This design comes from an exercise in tuning for small area on the open sky130 flow, not from production work.
Only simulation tests tie the RTL to the original design; equivalence was not proved.
Power is estimated from default activity; no workload was simulated.

==> design.v <==
`timescale 1 ps / 1 ps
module CXD2545_CPU (
		input  wire        clk,          
		input  wire        rst_n,        
		input  wire [3:0]  m_addr,       
		output wire [31:0] m_read_data,  
		input  wire [31:0] m_write_data, 
		input  wire        m_read,       
		input  wire        m_write,      
		output wire        m_irq,        
		input  wire        CLOK,         
		input  wire        DATA,         
		input  wire        XLAT          
	);
	reg [23:0] cxd_cmd;
	reg [23:0] cxd_cur_cmd;
	reg reg_cur_clok;
	reg reg_prev_clok;
	reg reg_data_cur;
	reg reg_cur_xlat;
	reg reg_prev_xlat;
	reg irq;
	assign m_read_data[23:0] = cxd_cmd;
	assign m_read_data[31:24] = 8'h00;
	assign m_irq = irq;
	always @(posedge clk) begin
		if(rst_n == 1) begin
			irq <= 1'b1;
			cxd_cmd <= 24'h000000;
			cxd_cur_cmd <= 24'h000000;
			reg_cur_clok <= 1'b0;
			reg_prev_clok <= 1'b0;
			reg_data_cur <= 1'b0;
			reg_cur_xlat <= 1'b0;
			reg_prev_xlat <= 1'b0;
		end else begin
			reg_prev_clok <= reg_cur_clok;
			reg_cur_clok <= CLOK;
			reg_prev_xlat <= reg_cur_xlat;
			reg_cur_xlat <= XLAT;
			reg_data_cur <= DATA;
			if((reg_prev_clok == 1'b0) && (reg_cur_clok == 1'b1)) begin
				cxd_cur_cmd[23:0] <= {reg_data_cur, cxd_cur_cmd[23:1]};
			end
			if((reg_prev_xlat == 1'b1) && (reg_cur_xlat == 1'b0)) begin
				cxd_cmd <= cxd_cur_cmd;
				irq <= 1'b0;
			end
			if((m_read == 1'b0) && (m_addr == 4'h1)) begin
				irq <= 1'b1;
			end
		end
	end
endmodule
module CXD2545_SENS(
		input sclk,
		input rst,
		input clk,
		input data,
		input xlat,
		input [15:0] sens_data,
		output reg sens
);
reg [3:0] cnt;
reg [7:0] shift_reg;
reg [3:0] select_reg;
reg prev_clk;
reg prev_xlat;
always @(posedge sclk) begin
	if(rst == 1'b1) begin
		cnt <= 0;
		shift_reg <= 0;
		select_reg <= 0;
		prev_xlat <= 1'b0;
		prev_clk <= 1'b0;
		sens <= 1'b0;
	end else begin
	if((prev_xlat == 1'b1) && (xlat == 1'b0)) begin
		cnt <= 0;
		shift_reg[7:0] <= 0;
	end else begin
		if((prev_clk == 1'b0) && (clk == 1'b1)) begin
			shift_reg[7:0] <= {data, shift_reg[7:1]};
			if(cnt < 7) begin
				cnt <= cnt + 1'b1;
			end else begin
				select_reg <= {data, shift_reg[7:5]};
				cnt <= 0;
			end
		end
	end
	prev_xlat <= xlat;
	prev_clk <= clk;
	sens <= sens_data[select_reg];
	end
end
endmodule
module CXD2545_SOCT(
	input sclk,
	input rst,
	input xlat,
	input [7:0] PER,
	input [2:0] C1,
	input [2:0] C2,
	input FOK,
	input GFS,
	input LOCK,
	input EMPH,
	input clk,
	output reg out
);
reg [16:0] soct;
reg prev_xlat;
reg prev_clk;
always @(posedge sclk) begin
	if(rst == 1'b1) begin
		soct <= 17'h00000;
		out <= 1'b0;
		prev_clk <= 1'b0;
		prev_xlat <= 1'b0;
	end else begin
	if((prev_xlat == 1'b1) && (xlat == 1'b0)) begin
		soct <= {PER[1], PER[2], PER[3], PER[4], PER[5], PER[6], PER[7], 
					 C1[2:0], C2[2:0], FOK, GFS, LOCK, EMPH};
		out <= PER[0];
	end
	if((clk == 1'b0) && (prev_clk == 1'b1)) begin
		soct <= {soct[15:0], 1'b0};
		out <= soct[16];
	end
	prev_clk <= clk;
	prev_xlat <= xlat;
	end
end
endmodule
module CXD2545_TRACK_COUNTER(
	input clk,
	input rst,
	input [15:0] div,
	input [15:0] toggle_cnt,
	input trigger,
	output reg toggle_clk,
	output reg [31:0] track_count
);
reg [32:0] cnt_50;
reg [32:0] cnt_div_50;
reg prev_trigger;
reg [30:0] trc_cnt;
reg trk_clk;
always @(posedge clk) begin
	if(rst == 1'b1) begin
		cnt_50 <= 0;
		cnt_div_50 <= 0;
		prev_trigger <= 1'b0;
		trc_cnt <= 0;
		trk_clk <= 1'b0;
		toggle_clk <= 1'b0;
		track_count <= 0;
	end else
	if(cnt_50 < div) begin
		cnt_50 <= cnt_50 + 1'b1;
	end else begin
		cnt_50 <= 0;
		trk_clk <= ~trk_clk;
		if(cnt_div_50 < 256) begin
			cnt_div_50 <= cnt_div_50 + 1'b1;
		end else begin
			cnt_div_50 <= 0;
			toggle_clk <= ~toggle_clk;
		end
		if((prev_trigger == 1'b1) && (trigger == 1'b0)) begin
			track_count <= {1'b1, trc_cnt};
		end else if((prev_trigger == 1'b0) && (trigger == 1'b1)) begin
			trc_cnt <= 0;
			track_count <= 0;
		end else begin
			trc_cnt <= trc_cnt + 1'b1;
		end
	prev_trigger <= trigger;
	end
end
endmodule
`timescale 1 ps / 1 ps
module CXD2545S_OUT (
		input  wire        clk,       
		input  wire        rst,       
		output wire        in_ready,  
		input  wire        in_valid,  
		input  wire [31:0] in_data,   
		input  wire        in_sof,    
		input  wire        in_eof,    
		input  wire [1:0]  in_empty,  
		output reg			cd_c2po,
		output wire			cd_clk,
		output reg			cd_lr,
		output reg			cd_data
	);
	assign in_ready = wait_data;	
	reg [47:0] cddata;
	reg [47:0] cddata_new;
	reg wait_data;
	reg [9:0] word_cnt;
	reg new_c2po;
	always @(posedge clk) begin
		if(rst == 0) begin
			wait_data <= 1'b1;
			word_cnt <= 10'h000;
			new_c2po <= 1'b0;
			cddata <= 48'h000000000000;
			cddata_new <= 48'h000000000000;
		end else begin
			if((wait_data == 1) && (in_valid == 1)) begin
				if(in_sof == 1'b1) begin
					word_cnt <= 10'h000;
				end else begin
					word_cnt <= word_cnt + 1'b1;
				end
				if((word_cnt < 587) || (in_sof == 1'b1)) begin
					cddata_new <= { in_data[31], in_data[31], in_data[31], in_data[31], in_data[31], in_data[31], in_data[31], in_data[31], in_data[31:16],
										 in_data[15], in_data[15], in_data[15], in_data[15], in_data[15], in_data[15], in_data[15], in_data[15], in_data[15:0]
									  };
					wait_data  <= 1'b0;
				end
			end
			if((cd_cnt == 0) && (clk_out == 1)) begin
				if(wait_data == 0) begin
					wait_data <= 1'b1;
					cddata 	 <= cddata_new;
					new_c2po  <= 1'b0;
				end else begin
					cddata 	<= 48'h000000000000;
					new_c2po <= 1'b1;
				end
			end
		end
	end
	reg [5:0] cd_cnt;
	reg clk_out;
	reg [47:0] cdout_data;
	reg c2po_delay;
	always @(posedge clk) begin
		if(rst == 0) begin
			clk_out <= 1'b0;
			cd_c2po <= 1'b0;
			cd_cnt <= 6'd0;
			cdout_data <= 48'h000000000000;
			c2po_delay <= 1'b0;
			cd_lr <= 1'b0;
			cd_data <= 1'b0;
		end else begin
		clk_out <= ~clk_out;
		if(clk_out == 1'b1) begin
			cd_c2po <= c2po_delay;
			if(cd_cnt > 0) begin
				cd_cnt <= cd_cnt - 1'b1;
			end else begin
				cd_cnt <= 47;
				cdout_data <= cddata;
				c2po_delay <= new_c2po;
			end
			cd_lr   <= (cd_cnt < 24) ? 1'b0 : 1'b1;
			cd_data <= cdout_data[cd_cnt];
		end
		end
	end
	assign cd_clk = clk_out;
endmodule
`timescale 1 ps / 1 ps
module CXD2545S_SUBQ (
	input  wire        clk,        
	input  wire        reset,      
	input  wire        in_eof,     
	input  wire        in_sof,     
	output wire        out_ready,  
	input  wire        in_valid,   
	input  wire [31:0] in_data,    
	input  wire [1:0]  in_empty,   
	input  wire        in_sqck,    
	output reg         out_sqso,   
	output reg         out_scor,   
	output wire        out_emph    
);
assign out_ready = 1'b1;
reg [95:0] sub_q;
reg [31:0] sub_q_2;
reg [31:0] sub_q_1;
reg sqck_cur;
reg sqck_prev;
reg [3:0] scor_latch;
assign out_emph = 1'b0;
always @(posedge clk) begin
	if(reset == 1'b1) begin
		sub_q <= 96'h0;
		sub_q_2 <= 32'h0;
		sub_q_1 <= 32'h0;
		out_sqso <= 1'b0;
		out_scor <= 1'b0;
		scor_latch <= 4'h0;
		sqck_cur <= 1'b0;
		sqck_prev <= 1'b0;
	end else begin
	if(in_valid == 1'b1) begin
		sub_q_1 <= in_data;
		sub_q_2 <= sub_q_1;
		if(in_eof == 1'b1) begin
			sub_q <= {sub_q_2, sub_q_1, in_data};
			out_sqso <= 1'b1;
		end
	end
	if((in_valid == 1'b1) && (in_eof == 1'b1)) begin
			scor_latch <= 4'b1111;
			out_scor <= 1'b1;
	end else begin
		if(scor_latch > 0) begin
			scor_latch <= scor_latch - 1'b1;
		end else begin
			out_scor <= 1'b0;
		end
	end
	if((sqck_cur == 1'b0) && (sqck_prev == 1'b1)) begin
		out_sqso <= sub_q[95];
		sub_q <= {sub_q[94:0], 1'b0};
	end
	sqck_cur  <= in_sqck; 
	sqck_prev <= sqck_cur;
	end
end
endmodule
`timescale 1 ps / 1 ps
module avalon_st_drainer (
		input  wire        clk,        
		input  wire        reset,      
		output wire        out_valid,  
		output wire        out_sof,    
		output wire        out_eof,    
		output wire [31:0] out_data,   
		output wire [1:0]  out_empty,  
		input  wire        out_ready,  
		input  wire        in_valid,   
		input  wire        in_sof,     
		input  wire        in_eof,     
		input  wire [31:0] in_data,    
		input  wire [1:0]  in_empty,   
		output wire        in_ready,   
		input  wire        drain       
);
assign out_eof		= (lock_drain == 1'b0) ? in_eof	  : 1'b0;
assign out_valid	= (lock_drain == 1'b0) ? in_valid  : 1'b0;
assign in_ready	= ((drain == 1'b0)  || (in_sof == 1'b1)) ? out_ready	: 1'b1;
assign out_sof		= in_sof;
assign out_empty 	= in_empty;
assign out_data	= in_data;
reg lock_drain;
always @(posedge clk) begin
	if(reset == 1'b0) begin
		lock_drain <= 1'b0;
	end else
	if(drain == 1'b1) begin 
		lock_drain <= 1'b1;
	end else begin
		if(in_sof == 1'b1) begin
			lock_drain <= 1'b0;
		end
	end
end
endmodule
module cxd2545_core (
	input         clk,
	input         rst_n,
	input         cxd_clk,
	input         cxd_data,
	input         cxd_xlat,
	input         sqck,
	input         host_read_n,
	input  [3:0]  host_addr,
	output [23:0] host_cmd,
	output        host_irq_n,
	input  [15:0] sens_pins,
	input         soct_sel,
	input         trc_en,
	input         drain,
	input  [15:0] trc_div,
	output [31:0] track_count,
	output        trc_toggle,
	input         st_valid,
	input  [31:0] st_data,
	input         st_sof,
	input         st_eof,
	output        st_ready,
	output        sens,
	output        subq,
	output        scor,
	output        c2po,
	output        cd_bclk,
	output        cd_lrck,
	output        cd_data
);
	wire rst = ~rst_n;
	reg REG_CLK1, REG_DATA1, REG_XLAT1, REG_SQCK1;
	reg REG_CLK2, REG_DATA2, REG_XLAT2, REG_SQCK2;
	reg REG_CLK,  REG_DATA,  REG_XLAT,  REG_SQCK;
	always @(posedge clk) begin
		if(rst == 1'b1) begin
			{REG_CLK1, REG_DATA1, REG_XLAT1, REG_SQCK1} <= 4'b0000;
			{REG_CLK2, REG_DATA2, REG_XLAT2, REG_SQCK2} <= 4'b0000;
			{REG_CLK,  REG_DATA,  REG_XLAT,  REG_SQCK}  <= 4'b0000;
		end else begin
			REG_CLK1  <= cxd_clk;
			REG_DATA1 <= cxd_data;
			REG_XLAT1 <= cxd_xlat;
			REG_SQCK1 <= sqck;
			REG_CLK2  <= REG_CLK1;
			REG_DATA2 <= REG_DATA1;
			REG_XLAT2 <= REG_XLAT1;
			REG_SQCK2 <= REG_SQCK1;
			REG_CLK   <= REG_CLK2;
			REG_DATA  <= REG_DATA2;
			REG_XLAT  <= REG_XLAT2;
			REG_SQCK  <= REG_SQCK2;
		end
	end
	wire [31:0] cpu_read_data;
	assign host_cmd = cpu_read_data[23:0];
	CXD2545_CPU cpu_inst (
		.clk(clk),
		.rst_n(rst),
		.m_addr(host_addr),
		.m_read_data(cpu_read_data),
		.m_write_data(32'h00000000),
		.m_read(host_read_n),
		.m_write(1'b1),
		.m_irq(host_irq_n),
		.CLOK(cxd_clk),
		.DATA(cxd_data),
		.XLAT(cxd_xlat)
	);
	wire c2po_w;
	CXD2545_TRACK_COUNTER trc_cnt_inst (
		.clk(clk),
		.rst(rst),
		.div(trc_div),
		.toggle_cnt(16'd256),
		.toggle_clk(trc_toggle),
		.trigger(trc_en),
		.track_count(track_count)
	);
	CXD2545_SENS sens_inst (
		.sclk(clk),
		.rst(rst),
		.clk(REG_CLK),
		.data(REG_DATA),
		.xlat(REG_XLAT),
		.sens_data({sens_pins[15:14], c2po_w, trc_toggle, sens_pins[11], ~c2po_w, sens_pins[9:0]}),
		.sens(sens)
	);
	wire soct_out;
	CXD2545_SOCT soct_inst (
		.sclk(clk),
		.rst(rst),
		.xlat(REG_XLAT),
		.PER(8'hff),
		.C1(3'b000),
		.C2(3'b000),
		.FOK(sens_pins[5]),
		.GFS(~c2po_w),
		.LOCK(~c2po_w),
		.EMPH(1'b0),
		.clk(REG_SQCK),
		.out(soct_out)
	);
	wire        drn_valid, drn_sof, drn_eof;
	wire [31:0] drn_data;
	wire [1:0]  drn_empty;
	wire        split_ready;
	avalon_st_drainer drain_inst (
		.clk(clk),
		.reset(rst_n),
		.out_valid(drn_valid),
		.out_sof(drn_sof),
		.out_eof(drn_eof),
		.out_data(drn_data),
		.out_empty(drn_empty),
		.out_ready(split_ready),
		.in_valid(st_valid),
		.in_sof(st_sof),
		.in_eof(st_eof),
		.in_data(st_data),
		.in_empty(2'b00),
		.in_ready(st_ready),
		.drain(drain)
	);
	wire sout_ready, subq_ready;
	assign split_ready = sout_ready & subq_ready;
	wire split_valid = drn_valid & split_ready;
	CXD2545S_OUT sout_inst (
		.clk(clk),
		.rst(rst_n),
		.in_ready(sout_ready),
		.in_valid(split_valid),
		.in_data(drn_data),
		.in_sof(drn_sof),
		.in_eof(drn_eof),
		.in_empty(drn_empty),
		.cd_c2po(c2po_w),
		.cd_clk(cd_bclk),
		.cd_lr(cd_lrck),
		.cd_data(cd_data)
	);
	wire sqso, scor_w;
	CXD2545S_SUBQ subq_inst (
		.clk(clk),
		.reset(rst),
		.in_eof(drn_eof),
		.in_sof(drn_sof),
		.out_ready(subq_ready),
		.in_valid(split_valid),
		.in_data(drn_data),
		.in_empty(drn_empty),
		.in_sqck(REG_SQCK),
		.out_sqso(sqso),
		.out_scor(scor_w),
		.out_emph()
	);
	assign c2po = c2po_w;
	assign scor = (soct_sel == 1'b0) ? scor_w : 1'b0;
	assign subq = (soct_sel == 1'b0) ? sqso : soct_out;
endmodule
==> run.sh <==
#!/bin/bash
# synth_recipe.tcl (not shown) runs the flow's synth.tcl, then flattens the netlist and writes it again
# the make line also repeats each setting of config.mk as NAME=value (left out here)
make -C /OpenROAD-flow-scripts/flow DESIGN_CONFIG=/design/flow/config.mk WORK_HOME=/design/flow/orfs CLKGATE_MAP_FILE= SYNTH_SCRIPT=/design/flow/synth_recipe.tcl finish
==> config.mk <==
export PLATFORM = sky130hd
export DESIGN_NAME = cxd2545_core
export DESIGN_NICKNAME = cxd2545_core
export VERILOG_FILES = /design/flow/design.v
export SDC_FILE = /design/flow/constraint.sdc
export NUM_CORES = 4
export LEC_CHECK = 0
export CAP_MARGIN = 20
export CORE_MARGIN = 2
export CORE_UTILIZATION = 40
export PLACE_DENSITY = 0.6
export SLEW_MARGIN = 20
==> constraint.sdc <==
create_clock -name core_clock -period 10.0 [get_ports {clk}]
set_input_delay 2.0000 -clock core_clock [delete_from_list [all_inputs] [get_ports {clk}]]
set_output_delay 2.0000 -clock core_clock [all_outputs]
set_load 0.01 [all_outputs]
==> summary.txt <==
Syn Area/Cell 8.50 µm²; drt pass-1 iters 5; final-report setup violation count 0; max reg flops 96; die span in x 230 µm; I/O pin count 147; maximum clock rate 189 MHz; Routed WL per cell 15.6 µm; Worst Max-Slew Pin Slew 1.09 ns; root buffer cell clkbuf_16; non-filler cells, final 3,148; Worst EP required 8.00 ns; Top reg by flops subq_inst.sub_q; Nets 2,539; clock edge transition at the registers on the reported setup and hold paths 0.06 ns; post-route ant nets 0; Post-Place Worst Slack 4.58 ns; share of flip-flops with an asynchronous set or reset 0%; worst path arrival time 3.28 ns; Final Wtd Congestion 0.801; fin area 24,000 µm²; largest net degree at the start of global routing 198; dpl cells 3,049; CTS tree built; final hold vios 0; Global Route Usage Sum 18.3%; initial cell density of the core 40.6%; Layout fillers 4,791; CP Capture Type output port; list of most frequent post-synthesis cells 511 x dfxtp_1, 452 x nand2_1, 258 x a21oi_1; ys flop type dfxtp_1; CP max FO 2; Max VDD drop 0.141 mV; Total Routed Length 49.2 mm; initial antenna violation count 3; Vias/cell 5.41; Core Rows 82; Sequential Area 10,200 µm²; Chip Height 230 µm; synth warn 8; power per standard cell area 187 nW/µm²; GRT Residual Overflow 0; Core Area 50,200 µm²; Rel. slew slack 27.5%; biggest regs subq_inst.sub_q (96), trc_cnt_inst.cnt_50 (33), trc_cnt_inst.cnt_div_50 (33); vias 17.0k; Pint 3.41 mW; net switching power 1.07 mW; final worst path period share 52.8%; footprint of the multi-input gates 9370 µm²; worst setup margin 4.72 ns; MaxCap Viol Count 0; Placed Instance Area 22,200 µm²; min-delay worst type flip-flop to flip-flop; DRC 0; biggest area consumer among synthesized cells dfxtp_1; post_cts resized 0; sw frac 23.8%; CTS buffer count 54; Post-Synthesis Cells 2,395; Initial DRC Count 1,273; worst skew pair latency 0.61 ns; Worst Skew 0.0278 ns; share of cells above drive strength 1 5.45%; clock share of power 45.1%; setup TNS 0 ns; antenna cells 0; Flop pwr share 47.9%; combinational group share of total power 7.0%; Yosys cell types 66; final slew viol count 0; vias in the first global route 15.8k; Post-CTS Hold Buffers 0; post-synth top area share 50.2%; RSZ-0062 raised after global routing no; Seq cells post-synth 511; # H-tree levels 2; dpl hpwl 30.4 mm; sequential share of the synthesized area 50.2%; startpoint types primary input; number of synthesized flops with an enable pin 0; leak pwr 8.32 nW; total setup buffers inserted after CTS 0; TritonCTS sink count 511; first-pass GRT wire length 81.5 mm; fin crit period 5.28 ns; Syn Std Cell Area 20,400 µm²; port bufs 143; Area Growth Syn to Fin 17.7%; outcome timing/DRC/antenna clean; DIE AREA 52,700 µm²; clk buf depth 3; crit path kind primary input to output port; top-count cell post-synth dfxtp_1; top post-synthesis cells by area dfxtp_1 50%, nand2_1 8.3%, a21oi_1 6.3%
[metal layers]
metal / part of all wire, % / routed length [µm] / GRT usage [%]
met1: 48 / 23500 / 25.3
met2: 45 / 22300 / 29.2
met3: 5.0 / 2440 / 3.05
met4: 2.1 / 1010 / 5.54
met5: 0.075 / 37 / 0
[cells by family (layout without fill, tap and decap cells)]
logic type | Yosys count | count (layout) | share of synthesized area, %
adders and majority gates | 25 | 25 | 1.54
xor gates and xnor gates | 31 | 31 | 1.33
buffers and inverters | 234 | 300 | 4.44
and+or+nand+nor | 1013 | 1013 | 22.5
muxes | 54 | 54 | 3.52
other | 1 | 16 | 0.0184
AOI/OAI and AO/OA | 526 | 526 | 16.5
DFF | 511 | 511 | 50.2
[path summary, 6_finish.rpt]
path | start | endpoint | slack [ns] | depth (start not counted)
setup / recovery | soct_sel | subq | 4.72 | 3
hold reg to reg | REG_DATA2$_SDFF_PN0_ | REG_DATA$_SDFF_PN0_ | 0.43 | 1
setup reg to reg | trc_cnt_inst.cnt_50[14]$_SDFF_PN0_ | trc_cnt_inst.cnt_div_50[27]$_SDFFE_PN0P_ | 6.76 | 8
hold / removal | REG_DATA2$_SDFF_PN0_ | REG_DATA$_SDFF_PN0_ | 0.43 | 1
[cells in the final DEF (no fill, tap or decap), types with 49 or more instances in the layout]
cell type,count
nand4_1,49
a21oi_1,258
clkdlybuf4s50_1,141
nand3_1,128
nand2_1,451
nor2_1,225
dfxtp_1,511
o21ai_0,59
a311oi_1,96
clkbuf_16,55
[final cells by class]
type                    instances  share of cell area, %
flip-flops and latches        511                   42.7
well taps                     672                   3.51
inverters                      40                  0.678
clock inverters                14                  0.840
repair buffers                161                   6.55
clock buffers                  85                   6.67
multi-input cells            1665                   39.1
[critical path: stages]
cell and delay (ns):
clkdlybuf4s50_1 0.48, mux2_2 0.33, clkdlybuf4s50_1 0.47
[power by group through the flow]
stage	Clock, mW	Combinational (mW)	Sequential, mW
finish	2.02	0.315	2.15
floorplan	0	0.230	2.17
global placement	0	0.309	2.19
CTS	2.07	0.319	2.15
detailed placement	0	0.317	2.19
global route	2.15	0.354	2.15
[metrics by stage]
stage	hold WS, ns	utilization [%]	power [mW]
2_1_floorplan	0.412	-	2.40
3_3_place_gp	0.418	44.1	2.50
3_5_place_dp	0.422	44.2	2.51
4_1_cts	0.436	47.8	4.54
5_1_grt	0.461	47.8	4.66
6_report	0.435	47.8	4.48

[afterwards: timing with drivers on the ports]
The flow's constraints put no driver on any port. The routed layout listed below was extracted and timed again, unchanged, in two steps.
Step 1 assumes that a clkbuf_16 drives the clock port and a buf_2 every other input.
Step 2 moves the port delays by t, midway between the first and last clock arrival at a register: inputs arrive t later, outputs are due t later. That takes back most of the time a late clock gives input paths.
Three values: ideal ports, drivers, drivers and shift; two values: the first two.
t, ns: 0.652
setup WS [ns]: 4.717 / 4.659 / 4.557
hold WS [ns]: 0.435 / 0.435 / 0.435
worst setup path after step 2: input to register
clock arrival spread, ns: 0.030 / 0.030
After both steps this run still meets setup and hold. For this run, drivers alone change the setup slack by -0.058 ns; drivers and shift together by -0.160 ns.
